Context: an optimization exercise on an open-source flow, tuned for small area and a short achievable clock period. The choices shown serve that exercise and are no tape-out recipe.

== old ==
## rrc_filter
module rrc_filter #(
	parameter WIDTH = 9
)(
	input logic clk,
	input logic rst,
	input logic signed [WIDTH-1:0] filter_in,
	output logic signed [WIDTH-1:0] filter_out
);
  logic [8:0] sr0, sr1, sr2, sr3, sr4, sr5, sr6, sr7, sr8, sr9, sr10, sr11, sr12, sr13, sr14, sr15, sr16, sr17, sr18, sr19, sr20, sr21, sr22, sr23, sr24, sr25, sr26, sr27;
  always_ff @(posedge clk or posedge rst) begin
    if (rst) begin
      sr0 <= 9'h000;
      sr1 <= 9'h000;
      sr2 <= 9'h000;
      sr3 <= 9'h000;
      sr4 <= 9'h000;
      sr5 <= 9'h000;
      sr6 <= 9'h000;
      sr7 <= 9'h000;
      sr8 <= 9'h000;
      sr9 <= 9'h000;
      sr10 <= 9'h000;
      sr11 <= 9'h000;
      sr12 <= 9'h000;
      sr13 <= 9'h000;
      sr14 <= 9'h000;
      sr15 <= 9'h000;
      sr16 <= 9'h000;
      sr17 <= 9'h000;
      sr18 <= 9'h000;
      sr19 <= 9'h000;
      sr20 <= 9'h000;
      sr21 <= 9'h000;
      sr22 <= 9'h000;
      sr23 <= 9'h000;
      sr24 <= 9'h000;
      sr25 <= 9'h000;
      sr26 <= 9'h000;
      sr27 <= 9'h000;
    end else begin
      sr0 <= filter_in;
      sr1 <= sr0;
      sr2 <= sr1;
      sr3 <= sr2;
      sr4 <= sr3;
      sr5 <= sr4;
      sr6 <= sr5;
      sr7 <= sr6;
      sr8 <= sr7;
      sr9 <= sr8;
      sr10 <= sr9;
      sr11 <= sr10;
      sr12 <= sr11;
      sr13 <= sr12;
      sr14 <= sr13;
      sr15 <= sr14;
      sr16 <= sr15;
      sr17 <= sr16;
      sr18 <= sr17;
      sr19 <= sr18;
      sr20 <= sr19;
      sr21 <= sr20;
      sr22 <= sr21;
      sr23 <= sr22;
      sr24 <= sr23;
      sr25 <= sr24;
      sr26 <= sr25;
      sr27 <= sr26;
    end
  end
  logic [12:0] t0;
  always_ff @(posedge clk or posedge rst) begin
    if (rst) t0 <= 13'd3955;
  ...
Size: ~1000 cells after synthesis, ~380 flip-flops, about 20 I/O pins.
export LEC_CHECK = 0
export ABC_CLOCK_PERIOD_IN_PS = 800
export CAP_MARGIN = 20
export CORE_MARGIN = 2
export CORE_UTILIZATION = 70
export CTS_BUF_LIST = sky130_fd_sc_hd__clkbuf_16
export CTS_CLUSTER_DIAMETER = 80
export CTS_CLUSTER_SIZE = 30
export PLACE_DENSITY = 0.75
export SLEW_MARGIN = 20
export SYNTH_HIERARCHICAL = 1
create_clock -name core_clock -period 10.5 [get_ports {clk}]
standard.sh (not shown) runs the stock make flow with config.mk's settings and CLKGATE_MAP_FILE= SYNTH_SCRIPT=/design/flow/synth_recipe.tcl, a recipe that flattens the netlist after the stock synthesis.
==> flow/flow/run.sh <==
#!/bin/bash
# Own layout flow: the standard ORFS flow (standard.sh, unchanged synthesis), with
#  - timing repair aimed below the design's period (SETUP_SLACK_MARGIN; the SDC is unchanged),
#  - port buffers of a normal buffer cell rather than the smallest one,
#  - a flatter clock tree (fewer buffer levels between the clock port and the registers).
# Each step's full log is kept by ORFS under orfs/logs/; make's own output goes to flow.log.
set -uo pipefail
bash standard.sh SETUP_SLACK_MARGIN=7.3 "BUFFER_PORTS_ARGS=-buffer_cell sky130_fd_sc_hd__buf_4" \
  "CTS_ARGS=-sink_clustering_enable -sink_clustering_size 30 -sink_clustering_max_diameter 80 -buf_list sky130_fd_sc_hd__clkbuf_16 -root_buf sky130_fd_sc_hd__clkbuf_16 -distance_between_buffers 2000 -branching_point_buffers_distance 2000 -repair_clock_nets" \
  finish > flow.log 2>&1
old went all the way through synthesis, placement and routing and the layout is clean on timing, DRC and antenna.
Inputs modified between old and new:
==> flow/flow/run.sh <==
#!/bin/bash
# Own layout flow: the standard ORFS flow (standard.sh, unchanged synthesis), with
#  - timing repair aimed below the design's period (SETUP_SLACK_MARGIN; the SDC is unchanged),
#  - port buffers of a normal buffer cell rather than the smallest one.
# Each step's full log is kept by ORFS under orfs/logs/; make's own output goes to flow.log.
set -uo pipefail
bash standard.sh SETUP_SLACK_MARGIN=7.3 "BUFFER_PORTS_ARGS=-buffer_cell sky130_fd_sc_hd__buf_4" finish > flow.log 2>&1
### Flow results
Per the final summary, new finished and its layout is clean on timing, DRC and antenna.
new vs. old: arrival time of the worst setup path has remained practically unchanged, total of buffers placed on input and output ports held.
Re cell count: no difference whatsoever between new and old.
From old to new, critical path depth did not move at all.
No functional check of the RTL was part of any run of this note.

static timing again, ports no longer ideal:
The flow's constraints put no driver on any port. The routed layouts listed below were extracted and timed again, unchanged, in two steps. Step 1 (the two cells are an assumption about what drives the block):
set clk [get_ports {clk}]
set_driving_cell -lib_cell sky130_fd_sc_hd__clkbuf_16 $clk
set_driving_cell -lib_cell sky130_fd_sc_hd__buf_2 [delete_from_list [all_inputs] $clk]
Step 2, shift: input delay + t, output delay - t, t = (earliest + latest rising clock arrival at the registers) / 2. This alone moves slack from input paths to output paths. a / b / c = ideal ports / drivers / drivers and shift; a / b = the first two.
| run | t (ns) | slack for setup (ns) | worst hold slack (ns) | worst data-port slew with drivers (ns) | cell pins on the clock port's net |
|---|---|---|---|---|---|
| old | 0.552 | 7.371 / 7.323 / 7.102 | 0.346 / 0.346 / 0.346 | 0.04 | 1 |
| new | 0.552 | 7.371 / 7.323 / 7.102 | 0.346 / 0.346 / 0.346 | 0.04 | 1 |
After both steps every run listed still meets setup and hold. Setup slack includes reset recovery checks.
